From an optimization exercise on the open Yosys and OpenROAD flow, aimed at small area and a short achievable clock period; shortcuts taken in it are not production practice. No run shown here included a check of the RTL's function; only the layout flow was run. No activity file was given, so power comes from the tool's default toggle rates.

$ cat flow/flow/run.sh
#!/bin/bash
# Own flow: the standard layout (standard.sh) with two changes.
#  1. Synthesis: ABC maps the combinational logic with flow/abc_area.script
#     (area-first mapping, then buffering and sizing) instead of ORFS's
#     abc_area.script.  It runs from a private copy of the ORFS scripts in
#     which only that file differs; synth_recipe.tcl (-nofsm -noshare,
#     flatten, rename) and everything else is the standard synthesis.
#  2. Layout: the port buffers that global placement inserts on every input
#     and output are sky130_fd_sc_hd__buf_1 cells.
# Each tool's full output goes to synth.log / layout.log here (and ORFS's own
# per-step logs under orfs/logs/).
set -euo pipefail
rm -rf scripts_abc
cp -r "$FLOW_HOME/scripts" scripts_abc
cp flow/abc_area.script scripts_abc/abc_area.script
bash standard.sh SCRIPTS_DIR="$PWD/scripts_abc" synth > synth.log 2>&1
bash standard.sh "BUFFER_PORTS_ARGS=-buffer_cell sky130_fd_sc_hd__buf_1" finish > layout.log 2>&1
$ cat flow/flow/abc_area.script
strash
dch
map -a
topo
stime -c
buffer -c
upsize -c
dnsize -c
$ cat flow/standard.sh
#!/bin/bash
# synth_recipe.tcl (not shown) runs the flow's synth.tcl, then flattens the netlist and writes it again
# the make line also repeats each setting of config.mk as NAME=value (left out here)
make -C /OpenROAD-flow-scripts/flow DESIGN_CONFIG=/design/flow/config.mk WORK_HOME=/design/flow/orfs CLKGATE_MAP_FILE= SYNTH_SCRIPT=/design/flow/synth_recipe.tcl "${@:-finish}"
$ cat flow/config.mk
export PLATFORM = sky130hd
export DESIGN_NAME = saw2sin
export DESIGN_NICKNAME = saw2sin
export VERILOG_FILES = /design/flow/design.v
export SDC_FILE = /design/flow/constraint.sdc
export NUM_CORES = 4
export LEC_CHECK = 0
export ABC_AREA = 1
export CAP_MARGIN = 20
export CORE_MARGIN = 2
export CORE_UTILIZATION = 40
export SLEW_MARGIN = 20
export SYNTH_HIERARCHICAL = 1
$ cat flow/constraint.sdc
create_clock -name core_clock -period 70.0 [get_ports {i_clk}]
set_input_delay 14.0000 -clock core_clock [delete_from_list [all_inputs] [get_ports {i_clk}]]
set_output_delay 14.0000 -clock core_clock [all_outputs]
set_load 0.01 [all_outputs]
$ cat flow/design.v
`default_nettype none
module sin_rom(m, c0, c1);
  input [5:0] m;
  wire [5:0] m;
  output [15:0] c0;
  wire [15:0] c0;
  output [7:0] c1;
  wire [7:0] c1;
  wire _000_;
  wire _001_;
  wire _002_;
  wire _003_;
  wire _004_;
  wire _005_;
  wire _006_;
  wire _007_;
  wire _008_;
  wire _009_;
  wire _010_;
  wire _011_;
  wire _012_;
  wire _013_;
  wire _014_;
  wire _015_;
  wire _016_;
  wire _017_;
  wire _018_;
  wire _019_;
  wire _020_;
  wire _021_;
  wire _022_;
  wire _023_;
  wire _024_;
  wire _025_;
  wire _026_;
  wire _027_;
  wire _028_;
  wire _029_;
  wire _030_;
  wire _031_;
  wire _032_;
  wire _033_;
  wire _034_;
  wire _035_;
  wire _036_;
  wire _037_;
  wire _038_;
  wire _039_;
  wire _040_;
  wire _041_;
  wire _042_;
  wire _043_;
  wire _044_;
  wire _045_;
  wire _046_;
  wire _047_;
  wire _048_;
  wire _049_;
  wire _050_;
  wire _051_;
  wire _052_;
  wire _053_;
  wire _054_;
  wire _055_;
  wire _056_;
  wire _057_;
  wire _058_;
  wire _059_;
  wire _060_;
  wire _061_;
  wire _062_;
  wire _063_;
  wire _064_;
  wire _065_;
  wire _066_;
  wire _067_;
  wire _068_;
  wire _069_;
  wire _070_;
  wire _071_;
  wire _072_;
  wire _073_;
  wire _074_;
  wire _075_;
  wire _076_;
  wire _077_;
  wire _078_;
  wire _079_;
  wire _080_;
  wire _081_;
  wire _082_;
  wire _083_;
  wire _084_;
  wire _085_;
  wire _086_;
  wire _087_;
  wire _088_;
  wire _089_;
  wire _090_;
  wire _091_;
  wire _092_;
  wire _093_;
  wire _094_;
  wire _095_;
  wire _096_;
  wire _097_;
  wire _098_;
  wire _099_;
  wire _100_;
  wire _101_;
  wire _102_;
  wire _103_;
  wire _104_;
  wire _105_;
  wire _106_;
  wire _107_;
  wire _108_;
  wire _109_;
  wire _110_;
  wire _111_;
  wire _112_;
  wire _113_;
  wire _114_;
  wire _115_;
  wire _116_;
  wire _117_;
  wire _118_;
  wire _119_;
  wire _120_;
  wire _121_;
  wire _122_;
  wire _123_;
  wire _124_;
  wire _125_;
  wire _126_;
  wire _127_;
  wire _128_;
  wire _129_;
  wire _130_;
  wire _131_;
  wire _132_;
  wire _133_;
  wire _134_;
  wire _135_;
  wire _136_;
  wire _137_;
  wire _138_;
  wire _139_;
  wire _140_;
  wire _141_;
  wire _142_;
  wire _143_;
  wire _144_;
  wire _145_;
  wire _146_;
  wire _147_;
  wire _148_;
  wire _149_;
  wire _150_;
  wire _151_;
  wire _152_;
  wire _153_;
  wire _154_;
  wire _155_;
  wire _156_;
  wire _157_;
  wire _158_;
  wire _159_;
  wire _160_;
  wire _161_;
  wire _162_;
  wire _163_;
  wire _164_;
  wire _165_;
  wire _166_;
  wire _167_;
  wire _168_;
  wire _169_;
  wire _170_;
  wire _171_;
  wire _172_;
  wire _173_;
  wire _174_;
  wire _175_;
  wire _176_;
  wire _177_;
  wire _178_;
  wire _179_;
  wire _180_;
  wire _181_;
  wire _182_;
  wire _183_;
  wire _184_;
  wire _185_;
  wire _186_;
  wire _187_;
  wire _188_;
  wire _189_;
  wire _190_;
  wire _191_;
  wire _192_;
  wire _193_;
  wire _194_;
  wire _195_;
  wire _196_;
  wire _197_;
  wire _198_;
  wire _199_;
  wire _200_;
  wire _201_;
  wire _202_;
  wire _203_;
  wire _204_;
  wire _205_;
  wire _206_;
  wire _207_;
  wire _208_;
  wire _209_;
  wire _210_;
  wire _211_;
  wire _212_;
  wire _213_;
  wire _214_;
  wire _215_;
  wire _216_;
  wire _217_;
  wire _218_;
  wire _219_;
  wire _220_;
  wire _221_;
  wire _222_;
  wire _223_;
  wire _224_;
  wire _225_;
  wire _226_;
  wire _227_;
  wire _228_;
  wire _229_;
  wire _230_;
  wire _231_;
  wire _232_;
  wire _233_;
  wire _234_;
  wire _235_;
  wire _236_;
  wire _237_;
  wire _238_;
  wire _239_;
  wire _240_;
  wire _241_;
  wire _242_;
  wire _243_;
  wire _244_;
  wire _245_;
  wire _246_;
  wire _247_;
  wire _248_;
  wire _249_;
  wire _250_;
  wire _251_;
  wire _252_;
  wire _253_;
  wire _254_;
  wire _255_;
  wire _256_;
  wire _257_;
  wire _258_;
  wire _259_;
  wire _260_;
  wire _261_;
  wire _262_;
  wire _263_;
  wire _264_;
  wire _265_;
  wire _266_;
  wire _267_;
  wire _268_;
  wire _269_;
  wire _270_;
  wire _271_;
  wire _272_;
  wire _273_;
  wire _274_;
  wire _275_;
  wire _276_;
  wire _277_;
  wire _278_;
  wire _279_;
  wire _280_;
  wire _281_;
  wire _282_;
  wire _283_;
  wire _284_;
  wire _285_;
  wire _286_;
  wire _287_;
  wire _288_;
  wire _289_;
  wire _290_;
  wire _291_;
  wire _292_;
  wire _293_;
  wire _294_;
  wire _295_;
  wire _296_;
  wire _297_;
  wire _298_;
  wire _299_;
  wire _300_;
  wire _301_;
  assign _194_ = ~m[5];
  assign _204_ = ~m[4];
  assign _215_ = ~(m[0] | m[1]);
  assign _225_ = ~(m[2] & m[3]);
  assign _235_ = ~(_225_ | _215_);
  assign _241_ = _204_ & ~(_235_);
  assign _242_ = _194_ & ~(_241_);
  assign _243_ = ~(m[2] | m[3]);
  assign _244_ = ~(_243_ & m[4]);
  assign _245_ = m[1] ? m[0] : m[2];
  assign _246_ = _245_ | _244_;
  assign _247_ = _243_ | m[4];
  assign _248_ = ~(_247_ & m[5]);
  assign _249_ = _248_ | ~(_246_);
  assign c1[6] = _249_ & ~(_242_);
  assign _250_ = m[2] & ~(m[3]);
  assign _251_ = m[3] & ~(m[2]);
  assign _252_ = _204_ & ~(_251_);
  assign _253_ = _252_ & ~(_250_);
  assign _254_ = m[5] & ~(_253_);
  assign _255_ = ~(m[0] & m[1]);
  assign _256_ = _255_ | m[3];
  assign _257_ = ~_250_;
  assign _258_ = ~m[2];
  assign _259_ = m[3] & ~(m[1]);
  assign _260_ = ~(_259_ & _258_);
  assign _261_ = ~(_260_ & m[4]);
  assign _262_ = _257_ & ~(_261_);
  assign _263_ = _262_ & _256_;
  assign _264_ = _254_ & ~(_263_);
  assign _265_ = ~(m[1] | m[2]);
  assign _266_ = ~_265_;
  assign _267_ = m[0] & m[3];
  assign _268_ = _267_ | ~(_225_);
  assign _269_ = ~(_268_ & _266_);
  assign _270_ = _269_ | _204_;
  assign _271_ = _270_ & _242_;
  assign c1[5] = _271_ | _264_;
  assign _272_ = ~m[3];
  assign _273_ = m[2] & ~(_215_);
  assign _274_ = _272_ & ~(_273_);
  assign _275_ = _269_ & ~(_274_);
  assign _276_ = _242_ & ~(_275_);
  assign _277_ = _255_ | _272_;
  assign _278_ = m[2] & ~(m[4]);
  assign _279_ = ~(_278_ & _277_);
  assign _280_ = ~(m[0] ^ m[1]);
  assign _281_ = ~(m[0] ^ m[2]);
  assign _282_ = ~(_281_ & m[3]);
  assign _283_ = ~(_282_ | _280_);
  assign _284_ = ~(_283_ | _245_);
  assign _285_ = m[4] & ~(_284_);
  assign _286_ = m[1] & m[2];
  assign _287_ = _286_ | _235_;
  assign _288_ = _285_ & ~(_287_);
  assign _289_ = _279_ & ~(_288_);
  assign _290_ = m[5] & ~(_289_);
  assign c1[4] = _290_ | _276_;
  assign _291_ = _273_ | ~(_268_);
  assign _292_ = _266_ & ~(_291_);
  assign _293_ = _292_ | _204_;
  assign _294_ = _245_ & ~(_281_);
  assign _295_ = _258_ & ~(_280_);
  assign _296_ = ~(_295_ | _294_);
  assign _297_ = _296_ & ~(m[3]);
  assign _298_ = _297_ | _293_;
  assign _299_ = _241_ & ~(_274_);
  assign _300_ = _299_ | m[5];
  assign _301_ = _298_ & ~(_300_);
  assign _000_ = m[2] & ~(m[0]);
  assign _001_ = ~(_000_ | _280_);
  assign _002_ = _272_ & ~(_001_);
  assign _003_ = _283_ | _204_;
  assign _004_ = _003_ | _002_;
  assign _005_ = _280_ & ~(_282_);
  assign _006_ = m[1] & ~(m[4]);
  assign _007_ = _006_ & ~(_005_);
  assign _008_ = _007_ | _194_;
  assign _009_ = _004_ & ~(_008_);
  assign c1[3] = _009_ | _301_;
  assign _010_ = _280_ & ~(_258_);
  assign _011_ = _010_ | _295_;
  assign _012_ = _011_ | _272_;
  assign _013_ = ~_215_;
  assign _014_ = _281_ | m[3];
  assign _015_ = _013_ & ~(_014_);
  assign _016_ = _015_ | _204_;
  assign _017_ = _016_ | ~(_012_);
  assign _018_ = m[0] & ~(_286_);
  assign _019_ = _018_ | _250_;
  assign _020_ = m[4] | ~(m[0]);
  assign _021_ = _019_ & ~(_020_);
  assign _022_ = _017_ & ~(_021_);
  assign _023_ = _022_ | _194_;
  assign _024_ = _286_ | _204_;
  assign _025_ = _272_ ? _280_ : _011_;
  assign _026_ = _025_ | _024_;
  assign _027_ = _274_ | m[4];
  assign _028_ = _265_ | _272_;
  assign _029_ = ~(_028_ | _273_);
  assign _030_ = _277_ & ~(_029_);
  assign _031_ = _030_ & ~(_027_);
  assign _032_ = _031_ | m[5];
  assign _033_ = _026_ & ~(_032_);
  assign c1[2] = _023_ & ~(_033_);
  assign _034_ = m[2] & ~(m[1]);
  assign _035_ = m[3] | ~(m[0]);
  assign _036_ = _034_ & ~(_035_);
  assign _037_ = ~(_036_ | _015_);
  assign _038_ = _259_ | _204_;
  assign _039_ = _268_ & ~(_280_);
  assign _040_ = ~(_039_ | _038_);
  assign _041_ = ~(_040_ & _037_);
  assign _042_ = _286_ & ~(m[3]);
  assign _043_ = m[0] & m[2];
  assign _044_ = _204_ & ~(_043_);
  assign _045_ = _044_ & ~(_042_);
  assign _046_ = _045_ & ~(_283_);
  assign _047_ = _041_ & ~(_046_);
  assign _048_ = _243_ & _215_;
  assign _049_ = _048_ | m[4];
  assign _050_ = _280_ & ~(_294_);
  assign _051_ = _050_ | _028_;
  assign _052_ = _243_ & ~(_280_);
  assign _053_ = _051_ & ~(_052_);
  assign _054_ = _053_ & ~(_049_);
  assign _055_ = ~(_274_ & _266_);
  assign _056_ = _055_ & ~(_038_);
  assign _057_ = _056_ | _054_;
  assign c1[1] = _194_ ? _047_ : _057_;
  assign _058_ = _010_ | ~(_268_);
  assign _059_ = _034_ | m[3];
  assign _060_ = ~(_059_ & _058_);
  assign _061_ = m[3] & ~(_280_);
  assign _062_ = ~m[0];
  assign _063_ = ~(_034_ & _062_);
  assign _064_ = _061_ | ~(_063_);
  assign _065_ = _256_ & ~(_064_);
  assign _066_ = m[4] ? _060_ : _065_;
  assign _067_ = _030_ & ~(_052_);
  assign _068_ = _204_ & ~(_067_);
  assign _069_ = _014_ | m[1];
  assign _070_ = _042_ | _204_;
  assign _071_ = _070_ | _267_;
  assign _072_ = _069_ & ~(_071_);
  assign _073_ = _072_ | _068_;
  assign c1[0] = _194_ ? _066_ : _073_;
  assign _074_ = _272_ & ~(_286_);
  assign _075_ = m[4] & ~(_074_);
  assign _076_ = _194_ & ~(_075_);
  assign _077_ = ~(_048_ & _204_);
  assign c0[15] = ~(_077_ & _076_);
  assign _078_ = m[5] & ~(_243_);
  assign _079_ = _078_ | _254_;
  assign _080_ = _049_ | ~(_269_);
  assign _081_ = _080_ & _076_;
  assign c0[14] = _081_ | _079_;
  assign _082_ = ~(_078_ & _241_);
  assign _083_ = _272_ & ~(_215_);
  assign _084_ = _083_ | _245_;
  assign _085_ = _084_ | m[2];
  assign _086_ = _085_ & ~(_042_);
  assign _087_ = _086_ ^ _293_;
  assign _088_ = _194_ & ~(_087_);
  assign c0[13] = _082_ & ~(_088_);
  assign _089_ = _278_ & ~(_029_);
  assign _090_ = _244_ & ~(_089_);
  assign _091_ = _090_ | _194_;
  assign _092_ = m[1] & ~(m[2]);
  assign _093_ = _268_ & ~(_092_);
  assign _094_ = _093_ | _061_;
  assign _095_ = _270_ & ~(_094_);
  assign _096_ = _278_ | _273_;
  assign _097_ = _096_ & ~(_006_);
  assign _098_ = _097_ | _095_;
  assign _099_ = _074_ & ~(_295_);
  assign _100_ = _099_ | m[5];
  assign _101_ = _098_ & ~(_100_);
  assign c0[12] = _091_ & ~(_101_);
  assign _102_ = _281_ & ~(_075_);
  assign _103_ = m[4] & m[3];
  assign _104_ = _103_ & ~(_001_);
  assign _105_ = _104_ | _102_;
  assign _106_ = m[1] & ~(m[3]);
  assign _107_ = ~(_292_ | _106_);
  assign _108_ = _204_ & ~(_107_);
  assign _109_ = _108_ | _262_;
  assign c0[11] = _194_ ? _105_ : _109_;
  assign _110_ = _106_ & ~(_000_);
  assign _111_ = _110_ | _261_;
  assign _112_ = ~(_010_ | _295_);
  assign _113_ = _112_ | _272_;
  assign _114_ = ~(_035_ & _204_);
  assign _115_ = _113_ & ~(_114_);
  assign _116_ = _111_ & ~(_115_);
  assign _117_ = ~(m[4] | m[1]);
  assign _118_ = _281_ ? m[3] : _245_;
  assign _119_ = _272_ & ~(_112_);
  assign _120_ = _119_ | _118_;
  assign _121_ = _120_ & ~(_092_);
  assign _122_ = _083_ & ~(_121_);
  assign _123_ = ~(_012_ | _034_);
  assign _124_ = ~(_123_ | _261_);
  assign _125_ = _124_ & ~(_122_);
  assign _126_ = _125_ | _117_;
  assign c0[10] = m[5] ? _116_ : _126_;
  assign _127_ = _050_ | _259_;
  assign _128_ = ~(_127_ & _204_);
  assign _129_ = _261_ | _235_;
  assign _130_ = _037_ & ~(_129_);
  assign _131_ = _128_ & ~(_130_);
  assign _132_ = _131_ | _194_;
  assign _133_ = _061_ | _235_;
  assign _134_ = _133_ | _016_;
  assign _135_ = _247_ & ~(_006_);
  assign _136_ = _062_ & ~(_135_);
  assign _137_ = _136_ | m[5];
  assign _138_ = _134_ & ~(_137_);
  assign c0[9] = _132_ & ~(_138_);
  assign _139_ = m[3] & ~(m[0]);
  assign _140_ = _139_ | m[4];
  assign _141_ = _140_ | _050_;
  assign _142_ = _291_ & ~(_070_);
  assign _143_ = _141_ & ~(_142_);
  assign _144_ = _250_ & _215_;
  assign _145_ = _144_ | _106_;
  assign _146_ = _058_ & ~(_145_);
  assign _147_ = _146_ | _204_;
  assign _148_ = _274_ & ~(_049_);
  assign _149_ = _147_ & ~(_148_);
  assign c0[8] = m[5] ? _143_ : _149_;
  assign _150_ = _272_ & ~(_280_);
  assign _151_ = _204_ & ~(_150_);
  assign _152_ = ~(_139_ & _112_);
  assign _153_ = m[5] & ~(_152_);
  assign _154_ = _151_ & ~(_153_);
  assign _155_ = m[1] & ~(m[0]);
  assign _156_ = _272_ ? _155_ : _280_;
  assign _157_ = _296_ & ~(_156_);
  assign _158_ = _157_ | _251_;
  assign _159_ = _194_ ? _121_ : _158_;
  assign _160_ = m[4] & ~(_159_);
  assign c0[7] = _160_ | _154_;
  assign _161_ = _005_ | ~(_035_);
  assign _162_ = ~(_161_ & _204_);
  assign _163_ = _215_ & ~(_272_);
  assign _164_ = _163_ | _024_;
  assign _165_ = ~(_164_ | _052_);
  assign _166_ = _162_ & ~(_165_);
  assign _167_ = ~_084_;
  assign _168_ = _259_ & ~(_000_);
  assign _169_ = _014_ & ~(_168_);
  assign _170_ = m[4] ? _167_ : _169_;
  assign c0[6] = _194_ ? _166_ : _170_;
  assign _171_ = _118_ | m[4];
  assign _172_ = ~(_038_ | _155_);
  assign _173_ = _172_ & ~(_093_);
  assign _174_ = _171_ & ~(_173_);
  assign _175_ = _093_ | _204_;
  assign _176_ = _175_ | _122_;
  assign _177_ = _025_ & ~(_080_);
  assign _178_ = _176_ & ~(_177_);
  assign c0[5] = _194_ ? _174_ : _178_;
  assign _179_ = _268_ | ~(_151_);
  assign _180_ = m[4] & ~(_034_);
  assign _181_ = _180_ & ~(_156_);
  assign _182_ = _179_ & ~(_181_);
  assign _183_ = ~(_144_ | _267_);
  assign _184_ = _183_ | _293_;
  assign _185_ = _282_ & ~(m[4]);
  assign _186_ = _185_ & ~(_295_);
  assign _187_ = _184_ & ~(_186_);
  assign c0[4] = _194_ ? _182_ : _187_;
  assign _188_ = _019_ & ~(_036_);
  assign _189_ = _204_ & ~(_188_);
  assign _190_ = _118_ & ~(_024_);
  assign _191_ = _190_ | m[5];
  assign _192_ = _191_ | _189_;
  assign _193_ = _036_ | m[3];
  assign _195_ = _193_ | ~(_255_);
  assign _196_ = _195_ & ~(_070_);
  assign _197_ = _027_ & ~(_189_);
  assign _198_ = _260_ & ~(_197_);
  assign _199_ = _198_ | _196_;
  assign _200_ = ~(_058_ & m[5]);
  assign _201_ = _199_ & ~(_200_);
  assign c0[3] = _192_ & ~(_201_);
  assign _202_ = _048_ | _017_;
  assign _203_ = _014_ & ~(_094_);
  assign _205_ = _151_ & ~(_203_);
  assign _206_ = _202_ & ~(_205_);
  assign _207_ = _206_ | m[5];
  assign _208_ = _053_ & ~(_161_);
  assign _209_ = ~(_277_ & m[4]);
  assign _210_ = _209_ | _208_;
  assign _211_ = _039_ | m[4];
  assign _212_ = _193_ & ~(_211_);
  assign _213_ = _212_ | _194_;
  assign _214_ = _210_ & ~(_213_);
  assign c0[2] = _207_ & ~(_214_);
  assign _216_ = _158_ & ~(_215_);
  assign _217_ = _055_ & ~(_216_);
  assign _218_ = _217_ | _204_;
  assign _219_ = _112_ & ~(_059_);
  assign _220_ = _252_ & ~(_219_);
  assign _221_ = _220_ | _194_;
  assign _222_ = _218_ & ~(_221_);
  assign _223_ = _135_ | _123_;
  assign _224_ = _048_ | _204_;
  assign _226_ = _224_ | _110_;
  assign _227_ = ~(_226_ | _029_);
  assign _228_ = _227_ | m[5];
  assign _229_ = _223_ & ~(_228_);
  assign c0[1] = _229_ | _222_;
  assign _230_ = _011_ & ~(_127_);
  assign _231_ = _241_ & ~(_230_);
  assign _232_ = _119_ | _204_;
  assign _233_ = _152_ & ~(_232_);
  assign _234_ = _233_ | _231_;
  assign _236_ = m[2] | ~(m[0]);
  assign _237_ = _156_ | ~(_252_);
  assign _238_ = _237_ & ~(_117_);
  assign _239_ = _236_ & ~(_238_);
  assign _240_ = _239_ | _285_;
  assign c0[0] = m[5] ? _234_ : _240_;
  assign c1[7] = ~_079_;
endmodule
module sin_qrom(mq, aq, ex, qn);
  input [0:0] mq;
  wire [0:0] mq;
  input [2:0] aq;
  wire [2:0] aq;
  input [1:0] ex;
  wire [1:0] ex;
  output [3:0] qn;
  wire [3:0] qn;
  wire _00_;
  wire _01_;
  wire _02_;
  wire _03_;
  wire _04_;
  wire _05_;
  wire _06_;
  wire _07_;
  wire _08_;
  wire _09_;
  wire _10_;
  wire _11_;
  wire _12_;
  assign _00_ = ex[1] & ~(ex[0]);
  assign _01_ = ~(mq | aq[1]);
  assign _02_ = ~(aq[0] & aq[2]);
  assign _03_ = ~(_02_ | _01_);
  assign _04_ = ~(mq & aq[1]);
  assign _05_ = aq[2] & ~(_04_);
  assign _06_ = _05_ | _03_;
  assign _07_ = aq[0] & ~(_04_);
  assign _08_ = _07_ | ~(_06_);
  assign _09_ = ~(ex[0] ^ ex[1]);
  assign _10_ = ~(_09_ | _08_);
  assign _11_ = _06_ & ~(_10_);
  assign qn[2] = _11_ ^ _00_;
  assign qn[1] = _09_ ^ _08_;
  assign _12_ = _07_ | aq[2];
  assign qn[0] = _03_ | ~(_12_);
  assign qn[3] = ~(_11_ | _00_);
endmodule
module sin_fa
( input  wire a
, input  wire b
, input  wire c
, output wire s
, output wire co
);
assign s = a ^ b ^ c;
assign co = (a & b) | (a & c) | (b & c);
endmodule
module sin_ha
( input  wire a
, input  wire b
, output wire s
, output wire co
);
assign s = a ^ b;
assign co = a & b;
endmodule
`default_nettype none
module saw2sin
( input  wire        i_clk
, input  wire [15:0] i_saw
, output logic [15:0] o_sin
);
wire inv = i_saw[15];
wire rev = i_saw[14];
wire [13:0] v = i_saw[13:0] ^ {14{rev}};
wire [5:0] m = v[13:8];
wire [7:0] x = {~i_saw[7], i_saw[6:0]};
wire [6:0] a = x[7] ? ~x[6:0] : x[6:0];
wire [15:0] c0;
wire [7:0] c1;
sin_rom rom (.m(m), .c0(c0), .c1(c1));
wire [3:0] qn;
sin_qrom qrom (.mq(m[5:5]), .aq(a[6:4]), .ex({inv, bneg[3]}), .qn(qn));
wire [3:0] bneg, bone, btwo;
assign bneg[0] = x[1] ^ rev;
assign bone[0] = x[0] ^ 1'b0;
assign btwo[0] = (x[1] & ~x[0] & ~1'b0) | (~x[1] & x[0] & 1'b0);
assign bneg[1] = x[3] ^ rev;
assign bone[1] = x[2] ^ x[1];
assign btwo[1] = (x[3] & ~x[2] & ~x[1]) | (~x[3] & x[2] & x[1]);
assign bneg[2] = x[5] ^ rev;
assign bone[2] = x[4] ^ x[3];
assign btwo[2] = (x[5] & ~x[4] & ~x[3]) | (~x[5] & x[4] & x[3]);
assign bneg[3] = x[7] ^ rev;
assign bone[3] = x[6] ^ x[5];
assign btwo[3] = (x[7] & ~x[6] & ~x[5]) | (~x[7] & x[6] & x[5]);
wire b_pp0_5 = (((bone[0] & c1[5]) | (btwo[0] & c1[4])) ^ bneg[0]);
wire b_pp0_6 = (((bone[0] & c1[6]) | (btwo[0] & c1[5])) ^ bneg[0]);
wire b_pp0_7 = (((bone[0] & c1[7]) | (btwo[0] & c1[6])) ^ bneg[0]);
wire b_pp0_8 = ((btwo[0] & c1[7]) ^ bneg[0]);
wire b_nneg0 = ~bneg[0];
wire b_pp1_3 = (((bone[1] & c1[3]) | (btwo[1] & c1[2])) ^ bneg[1]);
wire b_pp1_4 = (((bone[1] & c1[4]) | (btwo[1] & c1[3])) ^ bneg[1]);
wire b_pp1_5 = (((bone[1] & c1[5]) | (btwo[1] & c1[4])) ^ bneg[1]);
wire b_pp1_6 = (((bone[1] & c1[6]) | (btwo[1] & c1[5])) ^ bneg[1]);
wire b_pp1_7 = (((bone[1] & c1[7]) | (btwo[1] & c1[6])) ^ bneg[1]);
wire b_pp1_8 = ((btwo[1] & c1[7]) ^ bneg[1]);
wire b_nneg1 = ~bneg[1];
wire b_pp2_1 = (((bone[2] & c1[1]) | (btwo[2] & c1[0])) ^ bneg[2]);
wire b_pp2_2 = (((bone[2] & c1[2]) | (btwo[2] & c1[1])) ^ bneg[2]);
wire b_pp2_3 = (((bone[2] & c1[3]) | (btwo[2] & c1[2])) ^ bneg[2]);
wire b_pp2_4 = (((bone[2] & c1[4]) | (btwo[2] & c1[3])) ^ bneg[2]);
wire b_pp2_5 = (((bone[2] & c1[5]) | (btwo[2] & c1[4])) ^ bneg[2]);
wire b_pp2_6 = (((bone[2] & c1[6]) | (btwo[2] & c1[5])) ^ bneg[2]);
wire b_pp2_7 = (((bone[2] & c1[7]) | (btwo[2] & c1[6])) ^ bneg[2]);
wire b_pp2_8 = ((btwo[2] & c1[7]) ^ bneg[2]);
wire b_nneg2 = ~bneg[2];
wire b_pp3_0 = ((bone[3] & c1[0]) ^ bneg[3]);
wire b_pp3_1 = (((bone[3] & c1[1]) | (btwo[3] & c1[0])) ^ bneg[3]);
wire b_pp3_2 = (((bone[3] & c1[2]) | (btwo[3] & c1[1])) ^ bneg[3]);
wire b_pp3_3 = (((bone[3] & c1[3]) | (btwo[3] & c1[2])) ^ bneg[3]);
wire b_pp3_4 = (((bone[3] & c1[4]) | (btwo[3] & c1[3])) ^ bneg[3]);
wire b_pp3_5 = (((bone[3] & c1[5]) | (btwo[3] & c1[4])) ^ bneg[3]);
wire b_pp3_6 = (((bone[3] & c1[6]) | (btwo[3] & c1[5])) ^ bneg[3]);
wire b_pp3_7 = (((bone[3] & c1[7]) | (btwo[3] & c1[6])) ^ bneg[3]);
wire b_pp3_8 = ((btwo[3] & c1[7]) ^ bneg[3]);
wire b_nneg3 = ~bneg[3];
wire b_q0 = qn[0];
wire b_q1 = qn[1];
wire b_q2 = qn[2];
wire b_q3 = qn[3];
wire hs1, hc2;
sin_ha u_hs1 (.a(b_pp0_5), .b(b_pp1_3), .s(hs1), .co(hc2));
wire fs3, fc4;
sin_fa u_fs3 (.a(b_pp0_6), .b(b_pp1_4), .c(b_pp2_2), .s(fs3), .co(fc4));
wire hs5, hc6;
sin_ha u_hs5 (.a(b_pp3_0), .b(b_q1), .s(hs5), .co(hc6));
wire fs7, fc8;
sin_fa u_fs7 (.a(b_pp0_7), .b(b_pp1_5), .c(b_pp2_3), .s(fs7), .co(fc8));
wire fs9, fc10;
sin_fa u_fs9 (.a(b_pp3_1), .b(b_q2), .c(c0[2]), .s(fs9), .co(fc10));
wire fs11, fc12;
sin_fa u_fs11 (.a(b_pp0_8), .b(b_pp1_6), .c(b_pp2_4), .s(fs11), .co(fc12));
wire fs13, fc14;
sin_fa u_fs13 (.a(b_pp3_2), .b(b_q3), .c(c0[3]), .s(fs13), .co(fc14));
wire fs15, fc16;
sin_fa u_fs15 (.a(b_nneg0), .b(b_pp1_7), .c(b_pp2_5), .s(fs15), .co(fc16));
wire hs17, hc18;
sin_ha u_hs17 (.a(b_pp3_3), .b(c0[4]), .s(hs17), .co(hc18));
wire fs19, fc20;
sin_fa u_fs19 (.a(b_pp1_8), .b(b_pp2_6), .c(b_pp3_4), .s(fs19), .co(fc20));
wire hs21, hc22;
sin_ha u_hs21 (.a(b_nneg1), .b(b_pp2_7), .s(hs21), .co(hc22));
wire hs23, hc24;
sin_ha u_hs23 (.a(hs1), .b(b_pp2_1), .s(hs23), .co(hc24));
wire fs25, fc26;
sin_fa u_fs25 (.a(fs3), .b(hs5), .c(c0[1]), .s(fs25), .co(fc26));
wire fs27, fc28;
sin_fa u_fs27 (.a(fs7), .b(fs9), .c(fc4), .s(fs27), .co(fc28));
wire fs29, fc30;
sin_fa u_fs29 (.a(fs11), .b(fs13), .c(fc8), .s(fs29), .co(fc30));
wire fs31, fc32;
sin_fa u_fs31 (.a(fs15), .b(hs17), .c(fc12), .s(fs31), .co(fc32));
wire fs33, fc34;
sin_fa u_fs33 (.a(fs19), .b(c0[5]), .c(fc16), .s(fs33), .co(fc34));
wire fs35, fc36;
sin_fa u_fs35 (.a(hs21), .b(b_pp3_5), .c(c0[6]), .s(fs35), .co(fc36));
wire fs37, fc38;
sin_fa u_fs37 (.a(b_pp2_8), .b(b_pp3_6), .c(c0[7]), .s(fs37), .co(fc38));
wire hs39, hc40;
sin_ha u_hs39 (.a(b_nneg2), .b(b_pp3_7), .s(hs39), .co(hc40));
wire hs41, hc42;
sin_ha u_hs41 (.a(hs23), .b(b_q0), .s(hs41), .co(hc42));
wire fs43, fc44;
sin_fa u_fs43 (.a(fs25), .b(hc2), .c(hc24), .s(fs43), .co(fc44));
wire fs45, fc46;
sin_fa u_fs45 (.a(fs27), .b(hc6), .c(fc26), .s(fs45), .co(fc46));
wire fs47, fc48;
sin_fa u_fs47 (.a(fs29), .b(fc10), .c(fc28), .s(fs47), .co(fc48));
wire fs49, fc50;
sin_fa u_fs49 (.a(fs31), .b(fc14), .c(fc30), .s(fs49), .co(fc50));
wire fs51, fc52;
sin_fa u_fs51 (.a(fs33), .b(hc18), .c(fc32), .s(fs51), .co(fc52));
wire fs53, fc54;
sin_fa u_fs53 (.a(fs35), .b(fc20), .c(fc34), .s(fs53), .co(fc54));
wire fs55, fc56;
sin_fa u_fs55 (.a(fs37), .b(hc22), .c(fc36), .s(fs55), .co(fc56));
wire fs57, fc58;
sin_fa u_fs57 (.a(hs39), .b(c0[8]), .c(fc38), .s(fs57), .co(fc58));
wire fs59, fc60;
sin_fa u_fs59 (.a(b_pp3_8), .b(c0[9]), .c(hc40), .s(fs59), .co(fc60));
wire hs61, hc62;
sin_ha u_hs61 (.a(b_nneg3), .b(c0[10]), .s(hs61), .co(hc62));
wire [15:0] ra = {c0[15], c0[14], c0[13], c0[12], c0[11], hs61, fs59, fs57, fs55, fs53, fs51, fs49, fs47, fs45, fs43, hs41};
wire [15:0] rb = {1'b0, 1'b0, 1'b0, 1'b0, hc62, fc60, fc58, fc56, fc54, fc52, fc50, fc48, fc46, fc44, hc42, c0[0]};
wire [15:0] z;
wire [15:0] pg_g0 = ra & rb;
wire [15:0] pg_p0 = ra ^ rb;
wire pfx_g1 = pg_g0[1] | (pg_p0[1] & pg_g0[0]);
wire pfx_p1 = pg_p0[1] & pg_p0[0];
wire pfx_g2 = pg_g0[3] | (pg_p0[3] & pg_g0[2]);
wire pfx_p2 = pg_p0[3] & pg_p0[2];
wire pfx_g3 = pg_g0[5] | (pg_p0[5] & pg_g0[4]);
wire pfx_p3 = pg_p0[5] & pg_p0[4];
wire pfx_g4 = pg_g0[7] | (pg_p0[7] & pg_g0[6]);
wire pfx_p4 = pg_p0[7] & pg_p0[6];
wire pfx_g5 = pg_g0[9] | (pg_p0[9] & pg_g0[8]);
wire pfx_p5 = pg_p0[9] & pg_p0[8];
wire pfx_g6 = pg_g0[11] | (pg_p0[11] & pg_g0[10]);
wire pfx_p6 = pg_p0[11] & pg_p0[10];
wire pfx_g7 = pg_g0[13] | (pg_p0[13] & pg_g0[12]);
wire pfx_p7 = pg_p0[13] & pg_p0[12];
wire pfx_g8 = pg_g0[15] | (pg_p0[15] & pg_g0[14]);
wire pfx_p8 = pg_p0[15] & pg_p0[14];
wire pfx_g9 = pg_g0[2] | (pg_p0[2] & pfx_g1);
wire pfx_p9 = pg_p0[2] & pfx_p1;
wire pfx_g10 = pfx_g2 | (pfx_p2 & pfx_g1);
wire pfx_p10 = pfx_p2 & pfx_p1;
wire pfx_g11 = pg_g0[6] | (pg_p0[6] & pfx_g3);
wire pfx_p11 = pg_p0[6] & pfx_p3;
wire pfx_g12 = pfx_g4 | (pfx_p4 & pfx_g3);
wire pfx_p12 = pfx_p4 & pfx_p3;
wire pfx_g13 = pg_g0[10] | (pg_p0[10] & pfx_g5);
wire pfx_p13 = pg_p0[10] & pfx_p5;
wire pfx_g14 = pfx_g6 | (pfx_p6 & pfx_g5);
wire pfx_p14 = pfx_p6 & pfx_p5;
wire pfx_g15 = pg_g0[14] | (pg_p0[14] & pfx_g7);
wire pfx_p15 = pg_p0[14] & pfx_p7;
wire pfx_g16 = pfx_g8 | (pfx_p8 & pfx_g7);
wire pfx_p16 = pfx_p8 & pfx_p7;
wire pfx_g17 = pg_g0[4] | (pg_p0[4] & pfx_g10);
wire pfx_p17 = pg_p0[4] & pfx_p10;
wire pfx_g18 = pfx_g3 | (pfx_p3 & pfx_g10);
wire pfx_p18 = pfx_p3 & pfx_p10;
wire pfx_g19 = pfx_g11 | (pfx_p11 & pfx_g10);
wire pfx_p19 = pfx_p11 & pfx_p10;
wire pfx_g20 = pfx_g12 | (pfx_p12 & pfx_g10);
wire pfx_p20 = pfx_p12 & pfx_p10;
wire pfx_g21 = pg_g0[12] | (pg_p0[12] & pfx_g14);
wire pfx_p21 = pg_p0[12] & pfx_p14;
wire pfx_g22 = pfx_g7 | (pfx_p7 & pfx_g14);
wire pfx_p22 = pfx_p7 & pfx_p14;
wire pfx_g23 = pfx_g15 | (pfx_p15 & pfx_g14);
wire pfx_p23 = pfx_p15 & pfx_p14;
wire pfx_g24 = pfx_g16 | (pfx_p16 & pfx_g14);
wire pfx_p24 = pfx_p16 & pfx_p14;
wire pfx_g25 = pg_g0[8] | (pg_p0[8] & pfx_g20);
wire pfx_p25 = pg_p0[8] & pfx_p20;
wire pfx_g26 = pfx_g5 | (pfx_p5 & pfx_g20);
wire pfx_p26 = pfx_p5 & pfx_p20;
wire pfx_g27 = pfx_g13 | (pfx_p13 & pfx_g20);
wire pfx_p27 = pfx_p13 & pfx_p20;
wire pfx_g28 = pfx_g14 | (pfx_p14 & pfx_g20);
wire pfx_p28 = pfx_p14 & pfx_p20;
wire pfx_g29 = pfx_g21 | (pfx_p21 & pfx_g20);
wire pfx_p29 = pfx_p21 & pfx_p20;
wire pfx_g30 = pfx_g22 | (pfx_p22 & pfx_g20);
wire pfx_p30 = pfx_p22 & pfx_p20;
wire pfx_g31 = pfx_g23 | (pfx_p23 & pfx_g20);
wire pfx_p31 = pfx_p23 & pfx_p20;
wire pfx_g32 = pfx_g24 | (pfx_p24 & pfx_g20);
wire pfx_p32 = pfx_p24 & pfx_p20;
wire [15:0] pg_pi = pg_p0 ^ {16{inv}};
assign z[0] = pg_pi[0];
assign z[1] = pg_pi[1] ^ pg_g0[0];
assign z[2] = pg_pi[2] ^ pfx_g1;
assign z[3] = pg_pi[3] ^ pfx_g9;
assign z[4] = pg_pi[4] ^ pfx_g10;
assign z[5] = pg_pi[5] ^ pfx_g17;
assign z[6] = pg_pi[6] ^ pfx_g18;
assign z[7] = pg_pi[7] ^ pfx_g19;
assign z[8] = pg_pi[8] ^ pfx_g20;
assign z[9] = pg_pi[9] ^ pfx_g25;
assign z[10] = pg_pi[10] ^ pfx_g26;
assign z[11] = pg_pi[11] ^ pfx_g27;
assign z[12] = pg_pi[12] ^ pfx_g28;
assign z[13] = pg_pi[13] ^ pfx_g29;
assign z[14] = pg_pi[14] ^ pfx_g30;
assign z[15] = pg_pi[15] ^ pfx_g31;
wire [14:0] zi = z[15:1];
logic [15:0] sin_q;
always_ff @(posedge i_clk) sin_q <= {~inv, zi};
always_comb o_sin = sin_q;
endmodule
==> results.py, run 1 <==
metrics = {
    "layout": {
        "drive_gt1_frac": 0.0940,
        "instances_no_fill": 640,
        "largest_registers": "sin_q x16",
        "stdcell_area_um2": 3920,
        "filler_cell_count": 921,
        "number_of_flip_flops_in_the_largest_register": 16,
        "design.final.nets": 606,
        "area_delta_synth_final_pct": 7.23,
        "diodes": 0,
        "largest_register_by_flop_count": "sin_q",
    },
    "min_path": {
        "worst_hold_check_path_type": "input pin to flip-flop",
        "worst_hold_path.endpoint": "sin_q[15]",
        "worst_min_delay_path_startpoint": "i_saw[15]",
        "worst_hold_path_depth": 2,
    },
    "clock_tree": {
        "cts-root-to-sink-buffers": 2,
        "post-cts-setup-buffer-count": 0,
        "tritoncts.num_buffers": 3,
        "clkTransAtPathRegs_ps": 50,
        "cts.repair.resized": 0,
        "cts.hold.buffers_added": 0,
        "htree_num_levels": 1,
        "cts_tree": "done",
        "cts.root.buffer_cell": "clkbuf_8",
        "tritoncts_num_sinks": 16,
    },
    "timing": {
        "worst-slew-pin-transition_ps": 916,
        "timing.final.max_slew_violations": 0,
        "final.min_clock_period_ps": 20380,
        "timing.max_slew.rel_slack": 0.387,
        "grt_setup_unrepaired": "false",
        "max_clock_freq_mhz": 49.1,
        "timing.final.hold_violations": 0,
        "timing.final.crit_share": 0.291,
        "setup_viol": 0,
        "setup_total_negative_slack_ps": 0,
    },
    "global_route": {
        "first_pass_grt_wire_length_um": 17900,
        "initial_antenna_violation_count": 0,
        "grt_use_total": 0.225,
        "grt_overflow": 0,
        "grt_start_max_net_pins": 36,
        "first_global_vias": 3539,
    },
    "placed_design": {
        "place.gp.congestion": 1.00,
        "numPlacedInstances": 637,
        "hpwl_um": 9170,
        "io_port_bufs": 32,
        "postPlaceCellArea_um2": 3870,
    },
    "yosys": {
        "synthTopCellsByCount": "57 x nor2_1, 54 x nand2_1, 50 x inv_1, 50 x xor2_1",
        "postSynthCellCount": 509,
        "synthArstFlopShare": 0,
        "synth_nets": 581,
        "synth-seq-cells": 16,
        "synth.largest_area_cell": "fa_1",
        "syn-cell-area_um2": 3650,
        "synth.avg_cell_area_um2": 7.17,
        "yosys.cell_types.count": 42,
        "ys_warn_count": 7,
        "yosysTopAreaCellShare": 0.126,
        "ys.flop_type": "dfxtp_1",
        "post-synth-top-count-cell": "nor2_1",
        "ys_seq_area_frac": 0.0877,
        "synth.area.top_cells": "fa_1 13%, xor2_1 12%, ha_1 11%",
        "synth-edff-count": 0,
    },
    "route": {
        "routedWlPerCell_um": 17.3,
        "post_route_ant_nets": 0,
        "drt_first_iter_violations": 407,
        "remaining_drc_errors": 0,
        "drt-vias-per-instance": 5.79,
        "num_vias": 3707,
        "drt_wl_total_um": 11100,
        "drt-pass1-iter-count": 6,
    },
    "floorplan": {
        "die-area_um2": 9910,
        "initial_utilization": 0.415,
        "dieWidth_um": 99.5,
        "io_pins": 33,
        "rows": 34,
        "chipHeight_um": 99.5,
        "coreArea_um2": 8810,
    },
    "run_status": {
        "outcome": "timing/DRC/antenna clean",
    },
    "power_and_ir_drop": {
        "internal-power_uw": 106,
        "p_per_area_nw_per_um2": 58.2,
        "switchingPower_uw": 122,
        "power.combinational.fraction": 0.891,
        "ir_worst_vdd_mv": 0.0290,
        "sw_frac_of_total": 0.535,
        "share_clk_of_total_power": 0.028,
        "leakage_nw": 1.70,
        "share_of_total_power_in_sequential_cells": 0.081,
    },
    "critical_path": {
        "endpoint_class_of_the_critical_path": "flip-flop",
        "worst-endpoint-arrival_ps": 20510,
        "crit_path_max_fanout": 10,
        "worst_setup_path_start_kind": "input pin",
        "cp_data_required_time_ps": 70120,
        "critical_path_class": "input pin to flip-flop",
    },
    "job": {
        "max_cap_violations": 0,
    },
}
==> how the worst max path moves through the flow <==
stage | slack (ps) | startpoint | depth (start not counted) | to
floorplan | 50770 | i_saw[14] | 27 | sin_q[12]
detailed placement | 49430 | i_saw[14] | 24 | sin_q[6]
CTS | 49680 | i_saw[14] | 24 | sin_q[6]
global route | 49180 | i_saw[14] | 25 | sin_q[6]
finish | 49620 | i_saw[14] | 24 | sin_q[6]
global placement | 49520 | i_saw[14] | 27 | sin_q[12]
==> area by class of cell <==
cell class              count  area, um^2  share of cell area
multi-input cells         410        3010               0.769
well taps                 108         135              0.0345
clock buffers               3        41.3              0.0105
flip-flops and latches     16         320              0.0818
repair buffers             37         159              0.0406
inverters                  66         248              0.0633
==> power by group through the flow <==
stage / Clock [mW] / Combinational, mW / Sequential [mW]
2_1_floorplan: 0 / 0.161 / 0.0214
3_3_place_gp: 0 / 0.200 / 0.0188
3_5_place_dp: 0 / 0.203 / 0.0188
4_1_cts: 0.00650 / 0.204 / 0.0186
5_1_grt: 0.00690 / 0.228 / 0.0191
6_report: 0.00627 / 0.203 / 0.0185
==> cells in the final DEF, fill, tap and decap left out, types with 9 or more instances in the layout <==
master   netlist  routed
o22ai_1       28      28
xor2_1        50      47
a21oi_1       32      32
xnor2_1       22      22
nand2_1       54      54
ha_1          32      32
a31oi_1        9       9
dfxtp_1       16      16
nor3_1        10      10
inv_2         14      14
inv_1         50      50
fa_1          23      23
buf_1          0      31
o21ai_0       28      28
nor2_1        57      57
nand3_1       14      14
==> metrics by stage <==
stage                     hold WS [ps]  total power [mW]  utilization  setup slack (ps)
after floorplan                  14300             0.183            -             50770
after global placement           14390             0.218        0.440             49520
after detailed placement         14390             0.222        0.440             49430
after CTS                        14400             0.229        0.444             49680
after global routing             14310             0.254        0.445             49180
final                            14250             0.228        0.445             49620
==> kinds of logic after synthesis <==
logic type	synth area share
AND/OR/NAND/NOR	0.178
AO/OA/AOI/OAI	0.232
buffers and inverters	0.0936
XOR/XNOR	0.173
adder cells (fa/ha/maj)	0.236
flip-flops	0.0877
==> metal layers <==
metal / share of wire / track usage / up-vias
li1: - / - / 1758
met5: 0 / 0 / -
met3: 0.087 / 0.0274 / 44
met1: 0.43 / 0.311 / 1660
met4: 0.052 / 0.115 / 0
met2: 0.43 / 0.346 / 245
==> per-module statistics from Yosys, one instance, submodules excluded <==
| module | area, um^2 | flip-flops and latches |
|---|---|---|
| sin_fa | 20.0 | 0 |
| sin_rom | 1320 | 0 |
| saw2sin | 1680 | 16 |
| sin_qrom | 100 | 0 |
| sin_ha | 12.5 | 0 |
==> worst max-delay path, cell delays in order <==
cell,delay [ps]
buf_1,580
xor2_1,790
inv_2,230
ha_1,470
ha_1,390
inv_1,100
nand2_1,80
o21ai_0,200
nor3_1,210
a31oi_1,60
o22ai_1,110
inv_1,120
o22ai_1,190
xor2_1,220
fa_1,470
fa_1,520
fa_1,490
ha_1,350
a31oi_4,110
nor3_2,160
nor2_2,70
o21ai_0,280
a21oi_1,130
xor2_1,150
==> run 2: changes to the inputs <==
--- a/flow/design.v
+++ b/flow/design.v
@@ -759,70 +759,66 @@
 wire b_q1 = qn[1];
 wire b_q2 = qn[2];
 wire b_q3 = qn[3];
-wire hs1, hc2;
-sin_ha u_hs1 (.a(b_pp0_5), .b(b_pp1_3), .s(hs1), .co(hc2));
-wire fs3, fc4;
-sin_fa u_fs3 (.a(b_pp0_6), .b(b_pp1_4), .c(b_pp2_2), .s(fs3), .co(fc4));
-wire hs5, hc6;
-sin_ha u_hs5 (.a(b_pp3_0), .b(b_q1), .s(hs5), .co(hc6));
-wire fs7, fc8;
-sin_fa u_fs7 (.a(b_pp0_7), .b(b_pp1_5), .c(b_pp2_3), .s(fs7), .co(fc8));
-wire fs9, fc10;
-sin_fa u_fs9 (.a(b_pp3_1), .b(b_q2), .c(c0[2]), .s(fs9), .co(fc10));
-wire fs11, fc12;
-sin_fa u_fs11 (.a(b_pp0_8), .b(b_pp1_6), .c(b_pp2_4), .s(fs11), .co(fc12));
-wire fs13, fc14;
-sin_fa u_fs13 (.a(b_pp3_2), .b(b_q3), .c(c0[3]), .s(fs13), .co(fc14));
-wire fs15, fc16;
-sin_fa u_fs15 (.a(b_nneg0), .b(b_pp1_7), .c(b_pp2_5), .s(fs15), .co(fc16));
-wire hs17, hc18;
-sin_ha u_hs17 (.a(b_pp3_3), .b(c0[4]), .s(hs17), .co(hc18));
-wire fs19, fc20;
-sin_fa u_fs19 (.a(b_pp1_8), .b(b_pp2_6), .c(b_pp3_4), .s(fs19), .co(fc20));
-wire hs21, hc22;
-sin_ha u_hs21 (.a(b_nneg1), .b(b_pp2_7), .s(hs21), .co(hc22));
-wire hs23, hc24;
-sin_ha u_hs23 (.a(hs1), .b(b_pp2_1), .s(hs23), .co(hc24));
-wire fs25, fc26;
-sin_fa u_fs25 (.a(fs3), .b(hs5), .c(c0[1]), .s(fs25), .co(fc26));
-wire fs27, fc28;
-sin_fa u_fs27 (.a(fs7), .b(fs9), .c(fc4), .s(fs27), .co(fc28));
-wire fs29, fc30;
-sin_fa u_fs29 (.a(fs11), .b(fs13), .c(fc8), .s(fs29), .co(fc30));
-wire fs31, fc32;
-sin_fa u_fs31 (.a(fs15), .b(hs17), .c(fc12), .s(fs31), .co(fc32));
-wire fs33, fc34;
-sin_fa u_fs33 (.a(fs19), .b(c0[5]), .c(fc16), .s(fs33), .co(fc34));
-wire fs35, fc36;
-sin_fa u_fs35 (.a(hs21), .b(b_pp3_5), .c(c0[6]), .s(fs35), .co(fc36));
-wire fs37, fc38;
-sin_fa u_fs37 (.a(b_pp2_8), .b(b_pp3_6), .c(c0[7]), .s(fs37), .co(fc38));
-wire hs39, hc40;
-sin_ha u_hs39 (.a(b_nneg2), .b(b_pp3_7), .s(hs39), .co(hc40));
-wire hs41, hc42;
-sin_ha u_hs41 (.a(hs23), .b(b_q0), .s(hs41), .co(hc42));
-wire fs43, fc44;
-sin_fa u_fs43 (.a(fs25), .b(hc2), .c(hc24), .s(fs43), .co(fc44));
-wire fs45, fc46;
-sin_fa u_fs45 (.a(fs27), .b(hc6), .c(fc26), .s(fs45), .co(fc46));
-wire fs47, fc48;
-sin_fa u_fs47 (.a(fs29), .b(fc10), .c(fc28), .s(fs47), .co(fc48));
-wire fs49, fc50;
-sin_fa u_fs49 (.a(fs31), .b(fc14), .c(fc30), .s(fs49), .co(fc50));
-wire fs51, fc52;
-sin_fa u_fs51 (.a(fs33), .b(hc18), .c(fc32), .s(fs51), .co(fc52));
-wire fs53, fc54;
-sin_fa u_fs53 (.a(fs35), .b(fc20), .c(fc34), .s(fs53), .co(fc54));
-wire fs55, fc56;
-sin_fa u_fs55 (.a(fs37), .b(hc22), .c(fc36), .s(fs55), .co(fc56));
-wire fs57, fc58;
-sin_fa u_fs57 (.a(hs39), .b(c0[8]), .c(fc38), .s(fs57), .co(fc58));
-wire fs59, fc60;
-sin_fa u_fs59 (.a(b_pp3_8), .b(c0[9]), .c(hc40), .s(fs59), .co(fc60));
-wire hs61, hc62;
-sin_ha u_hs61 (.a(b_nneg3), .b(c0[10]), .s(hs61), .co(hc62));
-wire [15:0] ra = {c0[15], c0[14], c0[13], c0[12], c0[11], hs61, fs59, fs57, fs55, fs53, fs51, fs49, fs47, fs45, fs43, hs41};
-wire [15:0] rb = {1'b0, 1'b0, 1'b0, 1'b0, hc62, fc60, fc58, fc56, fc54, fc52, fc50, fc48, fc46, fc44, hc42, c0[0]};
+wire ws1, wc1;
+sin_fa u_ws1 (.a(b_pp0_5), .b(b_pp1_3), .c(b_pp2_1), .s(ws1), .co(wc1));
+wire ws2, wc2;
+sin_ha u_ws2 (.a(b_q0), .b(c0[0]), .s(ws2), .co(wc2));
+wire ws3, wc3;
+sin_fa u_ws3 (.a(b_pp0_6), .b(b_pp1_4), .c(b_pp2_2), .s(ws3), .co(wc3));
+wire ws4, wc4;
+sin_fa u_ws4 (.a(b_pp3_0), .b(b_q1), .c(c0[1]), .s(ws4), .co(wc4));
+wire ws5, wc5;
+sin_fa u_ws5 (.a(b_pp0_7), .b(b_pp1_5), .c(b_pp2_3), .s(ws5), .co(wc5));
+wire ws6, wc6;
+sin_fa u_ws6 (.a(b_pp3_1), .b(b_q2), .c(c0[2]), .s(ws6), .co(wc6));
+wire ws7, wc7;
+sin_fa u_ws7 (.a(b_pp0_8), .b(b_pp1_6), .c(b_pp2_4), .s(ws7), .co(wc7));
+wire ws8, wc8;
+sin_fa u_ws8 (.a(b_pp3_2), .b(b_q3), .c(c0[3]), .s(ws8), .co(wc8));
+wire ws9, wc9;
+sin_fa u_ws9 (.a(b_nneg0), .b(b_pp1_7), .c(b_pp2_5), .s(ws9), .co(wc9));
+wire ws10, wc10;
+sin_ha u_ws10 (.a(b_pp3_3), .b(c0[4]), .s(ws10), .co(wc10));
+wire ws11, wc11;
+sin_fa u_ws11 (.a(b_pp1_8), .b(b_pp2_6), .c(b_pp3_4), .s(ws11), .co(wc11));
+wire ws12, wc12;
+sin_fa u_ws12 (.a(b_nneg1), .b(b_pp2_7), .c(b_pp3_5), .s(ws12), .co(wc12));
+wire ws13, wc13;
+sin_fa u_ws13 (.a(b_pp2_8), .b(b_pp3_6), .c(c0[7]), .s(ws13), .co(wc13));
+wire ws14, wc14;
+sin_fa u_ws14 (.a(b_nneg2), .b(b_pp3_7), .c(c0[8]), .s(ws14), .co(wc14));
+wire ws15, wc15;
+sin_fa u_ws15 (.a(wc1), .b(wc2), .c(ws3), .s(ws15), .co(wc15));
+wire ws16, wc16;
+sin_fa u_ws16 (.a(wc3), .b(wc4), .c(ws5), .s(ws16), .co(wc16));
+wire ws17, wc17;
+sin_fa u_ws17 (.a(wc5), .b(wc6), .c(ws7), .s(ws17), .co(wc17));
+wire ws18, wc18;
+sin_fa u_ws18 (.a(wc7), .b(wc8), .c(ws9), .s(ws18), .co(wc18));
+wire ws19, wc19;
+sin_fa u_ws19 (.a(wc9), .b(wc10), .c(ws11), .s(ws19), .co(wc19));
+wire ws20, wc20;
+sin_fa u_ws20 (.a(wc11), .b(ws12), .c(c0[6]), .s(ws20), .co(wc20));
+wire ws21, wc21;
+sin_fa u_ws21 (.a(wc14), .b(b_pp3_8), .c(c0[9]), .s(ws21), .co(wc21));
+wire ws22, wc22;
+sin_fa u_ws22 (.a(wc15), .b(ws16), .c(ws6), .s(ws22), .co(wc22));
+wire ws23, wc23;
+sin_fa u_ws23 (.a(wc16), .b(ws17), .c(ws8), .s(ws23), .co(wc23));
+wire ws24, wc24;
+sin_fa u_ws24 (.a(wc17), .b(ws18), .c(ws10), .s(ws24), .co(wc24));
+wire ws25, wc25;
+sin_fa u_ws25 (.a(wc18), .b(ws19), .c(c0[5]), .s(ws25), .co(wc25));
+wire ws26, wc26;
+sin_fa u_ws26 (.a(wc20), .b(wc12), .c(ws13), .s(ws26), .co(wc26));
+wire ws27, wc27;
+sin_fa u_ws27 (.a(wc21), .b(b_nneg3), .c(c0[10]), .s(ws27), .co(wc27));
+wire ws28, wc28;
+sin_fa u_ws28 (.a(wc25), .b(wc19), .c(ws20), .s(ws28), .co(wc28));
+wire ws29, wc29;
+sin_fa u_ws29 (.a(wc26), .b(wc13), .c(ws14), .s(ws29), .co(wc29));
+wire [15:0] ra = {c0[15], c0[14], c0[13], c0[12], wc27, ws27, wc29, ws29, wc28, ws28, wc24, wc23, wc22, ws22, ws15, ws1};
+wire [15:0] rb = {1'b0, 1'b0, 1'b0, 1'b0, c0[11], 1'b0, ws21, 1'b0, ws26, 1'b0, ws25, ws24, ws23, 1'b0, ws4, ws2};
 wire [15:0] z;
 wire [15:0] pg_g0 = ra & rb;
 wire [15:0] pg_p0 = ra ^ rb;
@@ -842,71 +838,59 @@
 wire pfx_p7 = pg_p0[13] & pg_p0[12];
 wire pfx_g8 = pg_g0[15] | (pg_p0[15] & pg_g0[14]);
 wire pfx_p8 = pg_p0[15] & pg_p0[14];
-wire pfx_g9 = pg_g0[2] | (pg_p0[2] & pfx_g1);
-wire pfx_p9 = pg_p0[2] & pfx_p1;
-wire pfx_g10 = pfx_g2 | (pfx_p2 & pfx_g1);
-wire pfx_p10 = pfx_p2 & pfx_p1;
-wire pfx_g11 = pg_g0[6] | (pg_p0[6] & pfx_g3);
-wire pfx_p11 = pg_p0[6] & pfx_p3;
-wire pfx_g12 = pfx_g4 | (pfx_p4 & pfx_g3);
-wire pfx_p12 = pfx_p4 & pfx_p3;
-wire pfx_g13 = pg_g0[10] | (pg_p0[10] & pfx_g5);
-wire pfx_p13 = pg_p0[10] & pfx_p5;
-wire pfx_g14 = pfx_g6 | (pfx_p6 & pfx_g5);
-wire pfx_p14 = pfx_p6 & pfx_p5;
-wire pfx_g15 = pg_g0[14] | (pg_p0[14] & pfx_g7);
-wire pfx_p15 = pg_p0[14] & pfx_p7;
-wire pfx_g16 = pfx_g8 | (pfx_p8 & pfx_g7);
-wire pfx_p16 = pfx_p8 & pfx_p7;
-wire pfx_g17 = pg_g0[4] | (pg_p0[4] & pfx_g10);
-wire pfx_p17 = pg_p0[4] & pfx_p10;
-wire pfx_g18 = pfx_g3 | (pfx_p3 & pfx_g10);
-wire pfx_p18 = pfx_p3 & pfx_p10;
-wire pfx_g19 = pfx_g11 | (pfx_p11 & pfx_g10);
-wire pfx_p19 = pfx_p11 & pfx_p10;
-wire pfx_g20 = pfx_g12 | (pfx_p12 & pfx_g10);
-wire pfx_p20 = pfx_p12 & pfx_p10;
-wire pfx_g21 = pg_g0[12] | (pg_p0[12] & pfx_g14);
-wire pfx_p21 = pg_p0[12] & pfx_p14;
-wire pfx_g22 = pfx_g7 | (pfx_p7 & pfx_g14);
-wire pfx_p22 = pfx_p7 & pfx_p14;
-wire pfx_g23 = pfx_g15 | (pfx_p15 & pfx_g14);
-wire pfx_p23 = pfx_p15 & pfx_p14;
-wire pfx_g24 = pfx_g16 | (pfx_p16 & pfx_g14);
-wire pfx_p24 = pfx_p16 & pfx_p14;
-wire pfx_g25 = pg_g0[8] | (pg_p0[8] & pfx_g20);
-wire pfx_p25 = pg_p0[8] & pfx_p20;
-wire pfx_g26 = pfx_g5 | (pfx_p5 & pfx_g20);
-wire pfx_p26 = pfx_p5 & pfx_p20;
-wire pfx_g27 = pfx_g13 | (pfx_p13 & pfx_g20);
-wire pfx_p27 = pfx_p13 & pfx_p20;
-wire pfx_g28 = pfx_g14 | (pfx_p14 & pfx_g20);
-wire pfx_p28 = pfx_p14 & pfx_p20;
-wire pfx_g29 = pfx_g21 | (pfx_p21 & pfx_g20);
-wire pfx_p29 = pfx_p21 & pfx_p20;
-wire pfx_g30 = pfx_g22 | (pfx_p22 & pfx_g20);
-wire pfx_p30 = pfx_p22 & pfx_p20;
-wire pfx_g31 = pfx_g23 | (pfx_p23 & pfx_g20);
-wire pfx_p31 = pfx_p23 & pfx_p20;
-wire pfx_g32 = pfx_g24 | (pfx_p24 & pfx_g20);
-wire pfx_p32 = pfx_p24 & pfx_p20;
+wire pfx_g9 = pfx_g2 | (pfx_p2 & pfx_g1);
+wire pfx_p9 = pfx_p2 & pfx_p1;
+wire pfx_g10 = pfx_g4 | (pfx_p4 & pfx_g3);
+wire pfx_p10 = pfx_p4 & pfx_p3;
+wire pfx_g11 = pfx_g6 | (pfx_p6 & pfx_g5);
+wire pfx_p11 = pfx_p6 & pfx_p5;
+wire pfx_g12 = pfx_g8 | (pfx_p8 & pfx_g7);
+wire pfx_p12 = pfx_p8 & pfx_p7;
+wire pfx_g13 = pfx_g10 | (pfx_p10 & pfx_g9);
+wire pfx_p13 = pfx_p10 & pfx_p9;
+wire pfx_g14 = pfx_g12 | (pfx_p12 & pfx_g11);
+wire pfx_p14 = pfx_p12 & pfx_p11;
+wire pfx_g15 = pfx_g14 | (pfx_p14 & pfx_g13);
+wire pfx_p15 = pfx_p14 & pfx_p13;
+wire pfx_g16 = pfx_g11 | (pfx_p11 & pfx_g13);
+wire pfx_p16 = pfx_p11 & pfx_p13;
+wire pfx_g17 = pfx_g3 | (pfx_p3 & pfx_g9);
+wire pfx_p17 = pfx_p3 & pfx_p9;
+wire pfx_g18 = pfx_g5 | (pfx_p5 & pfx_g13);
+wire pfx_p18 = pfx_p5 & pfx_p13;
+wire pfx_g19 = pfx_g7 | (pfx_p7 & pfx_g16);
+wire pfx_p19 = pfx_p7 & pfx_p16;
+wire pfx_g20 = pg_g0[2] | (pg_p0[2] & pfx_g1);
+wire pfx_p20 = pg_p0[2] & pfx_p1;
+wire pfx_g21 = pg_g0[4] | (pg_p0[4] & pfx_g9);
+wire pfx_p21 = pg_p0[4] & pfx_p9;
+wire pfx_g22 = pg_g0[6] | (pg_p0[6] & pfx_g17);
+wire pfx_p22 = pg_p0[6] & pfx_p17;
+wire pfx_g23 = pg_g0[8] | (pg_p0[8] & pfx_g13);
+wire pfx_p23 = pg_p0[8] & pfx_p13;
+wire pfx_g24 = pg_g0[10] | (pg_p0[10] & pfx_g18);
+wire pfx_p24 = pg_p0[10] & pfx_p18;
+wire pfx_g25 = pg_g0[12] | (pg_p0[12] & pfx_g16);
+wire pfx_p25 = pg_p0[12] & pfx_p16;
+wire pfx_g26 = pg_g0[14] | (pg_p0[14] & pfx_g19);
+wire pfx_p26 = pg_p0[14] & pfx_p19;
 wire [15:0] pg_pi = pg_p0 ^ {16{inv}};
 assign z[0] = pg_pi[0];
 assign z[1] = pg_pi[1] ^ pg_g0[0];
 assign z[2] = pg_pi[2] ^ pfx_g1;
-assign z[3] = pg_pi[3] ^ pfx_g9;
-assign z[4] = pg_pi[4] ^ pfx_g10;
-assign z[5] = pg_pi[5] ^ pfx_g17;
-assign z[6] = pg_pi[6] ^ pfx_g18;
-assign z[7] = pg_pi[7] ^ pfx_g19;
-assign z[8] = pg_pi[8] ^ pfx_g20;
-assign z[9] = pg_pi[9] ^ pfx_g25;
-assign z[10] = pg_pi[10] ^ pfx_g26;
-assign z[11] = pg_pi[11] ^ pfx_g27;
-assign z[12] = pg_pi[12] ^ pfx_g28;
-assign z[13] = pg_pi[13] ^ pfx_g29;
-assign z[14] = pg_pi[14] ^ pfx_g30;
-assign z[15] = pg_pi[15] ^ pfx_g31;
+assign z[3] = pg_pi[3] ^ pfx_g20;
+assign z[4] = pg_pi[4] ^ pfx_g9;
+assign z[5] = pg_pi[5] ^ pfx_g21;
+assign z[6] = pg_pi[6] ^ pfx_g17;
+assign z[7] = pg_pi[7] ^ pfx_g22;
+assign z[8] = pg_pi[8] ^ pfx_g13;
+assign z[9] = pg_pi[9] ^ pfx_g23;
+assign z[10] = pg_pi[10] ^ pfx_g18;
+assign z[11] = pg_pi[11] ^ pfx_g24;
+assign z[12] = pg_pi[12] ^ pfx_g16;
+assign z[13] = pg_pi[13] ^ pfx_g25;
+assign z[14] = pg_pi[14] ^ pfx_g19;
+assign z[15] = pg_pi[15] ^ pfx_g26;
 wire [14:0] zi = z[15:1];
 logic [15:0] sin_q;
 always_ff @(posedge i_clk) sin_q <= {~inv, zi};
==> run 2 against run 1 <==
  * Largest power group unchanged
  * Maximum frequency down 1.6%
  * Power fell by 6.9%
  * Final area down 2.9%
  * Cell count fell by 3.4%
  * Via count fell by 3.5%
==> results.py, run 2 <==
metrics = {
    "yosys": {
        "yosysTopAreaCellShare": 0.153,
        "synth-edff-count": 0,
        "synth_compound_gate_area_share": 0.229,
        "synthTopCellsByCount": "56 x nor2_1, 53 x nand2_1, 50 x inv_1",
        "synth_top_family_by_area": "adder cells",
        "synth_nets": 554,
        "syn-cell-area_um2": 3530,
        "yosys.cell_types.count": 41,
        "synth_adder_area_share": 0.231,
        "synth.area.mux_share": 0,
        "synth.largest_area_cell": "fa_1",
        "yosys.area_share.xor_xnor": 0.181,
        "ys.flop_type": "dfxtp_1",
        "synth-seq-cells": 16,
        "post_synth_and_or_nand_nor_area_fraction": 0.179,
        "synthArstFlopShare": 0,
        "ys_seq_area_frac": 0.0906,
    },
    "power_and_ir_drop": {
        "power.combinational.fraction": 0.884,
        "p_per_area_nw_per_um2": 55.8,
        "ir_worst_vdd_mv": 0.0312,
        "leakage_nw": 1.62,
        "sw_frac_of_total": 0.526,
        "share_of_total_power_in_sequential_cells": 0.087,
        "internal-power_uw": 101,
        "switchingPower_uw": 112,
        "finalPower_uw": 212,
    },
    "layout": {
        "number_of_flip_flops_in_the_largest_register": 16,
        "design.final.nets": 578,
        "stdcell_area_um2": 3800,
        "largest_registers": "sin_q x16",
        "filler_cell_count": 899,
        "most-common-layout-cells": "56 x nor2_1, 53 x nand2_1, 50 x inv_1",
        "diodes": 0,
    },
    "timing": {
        "setup_viol": 0,
        "timing.max_slew.rel_slack": 0.377,
        "timing.final.max_slew_violations": 0,
        "grt_setup_unrepaired": "false",
        "setup_total_negative_slack_ps": 0,
        "timing.final.crit_share": 0.296,
    },
    "placed_design": {
        "postPlaceCellArea_um2": 3760,
        "hpwl_um": 9250,
        "io_port_bufs": 32,
    },
    "critical_path": {
        "worst-endpoint-arrival_ps": 20820,
        "worst-path-buf-inv": 5,
        "cp_data_required_time_ps": 70120,
        "delay_contributed_by_the_slowest_stage_of_the_critical_path_ps": 650,
        "crit_path_max_fanout": 10,
        "endpoint_class_of_the_critical_path": "flip-flop",
        "worst_setup_path_start_kind": "input pin",
        "critical-path-top-delay-family": "adder cells",
    },
    "global_route": {
        "grt_start_max_net_pins": 36,
        "grt_overflow": 0,
        "grt_use_total": 0.231,
    },
    "clock_tree": {
        "clkTransAtPathRegs_ps": 50,
        "cts.hold.buffers_added": 0,
        "cts.repair.resized": 0,
        "tritoncts.num_buffers": 3,
        "cts_tree": "done",
        "htree_num_levels": 1,
        "cts-root-to-sink-buffers": 2,
        "cts.root.buffer_cell": "clkbuf_8",
        "post-cts-setup-buffer-count": 0,
    },
    "floorplan": {
        "dieWidth_um": 98.0,
        "io_pins": 33,
        "die-area_um2": 9600,
        "coreArea_um2": 8640,
    },
    "route": {
        "post_route_ant_nets": 0,
        "drt_wl_total_um": 11100,
        "drt_first_iter_violations": 430,
    },
    "job": {
        "max_cap_violations": 0,
    },
    "run_status": {
        "outcome": "timing/DRC/antenna clean",
    },
}
## run 2: cell types whose count changed after synthesis, moves of 4 or more
cell,previous run,this run
ha_1,32,22
nand3_1,14,10
xor2_1,50,46
a21oi_1,32,28
fa_1,23,27
## run 2: kinds of logic (layout without fill, tap and decap cells)
kind of cell / after synthesis / after routing
buf+inv: 80 / 102
compound gates: 126 / 126
fa+ha+maj: 49 / 49
simple gates: 145 / 145
flops: 16 / 16
xor+xnor: 72 / 72
## run 2: worst paths after layout
check	from	cells past startpoint	to	slack (ps)
max	i_saw[14]	27	sin_q[14]	49300
min	i_saw[15]	2	sin_q[15]	14230
## run 2: Yosys stat by module (local to each module, per instance)
module,times used,flops+latches,cells inside,area [um^2]
saw2sin,1,16,189,1550
sin_rom,1,0,255,1320
sin_qrom,1,0,15,100
sin_fa,27,0,1,20.0
sin_ha,2,0,1,12.5
## run 2: layout make-up
| cell class | count | area (um^2) | share of cell area |
|---|---|---|---|
| Multi-Input combinational cell | 392 | 2920 | 0.767 |
| Sequential cell | 16 | 320 | 0.0842 |
| Inverter | 63 | 236 | 0.0622 |
| Timing Repair Buffer | 36 | 151 | 0.0398 |
| Tap cell | 108 | 135 | 0.0355 |
| Clock buffer | 3 | 41.3 | 0.0109 |
## run 2: per-layer routing
| metal | vias up | global-route usage | share of wire |
|---|---|---|---|
| met5 | - | 0 | 0 |
| met4 | 0 | 0.0908 | 0.042 |
| met3 | 35 | 0.0179 | 0.092 |
| met2 | 228 | 0.358 | 0.44 |
| met1 | 1637 | 0.336 | 0.43 |
| li1 | 1678 | - | - |
## run 2: power by group through the flow
stage | registers, mW | logic, mW | clock network, mW
after floorplan | 0.0212 | 0.147 | 0
after global placement | 0.0186 | 0.185 | 0
after detailed placement | 0.0186 | 0.188 | 0
after CTS | 0.0184 | 0.189 | 0.00644
after global routing | 0.0188 | 0.212 | 0.00674
final | 0.0184 | 0.188 | 0.00617
## run 2: metrics by stage
stage                     worst slack [ps]  std cells  utilization
final                                49300        618        0.440
after global routing                 48790        618        0.440
after CTS                            49270        618        0.440
after detailed placement             49040        615        0.435
after global placement               49110        615        0.435
after floorplan                      50320        488            -
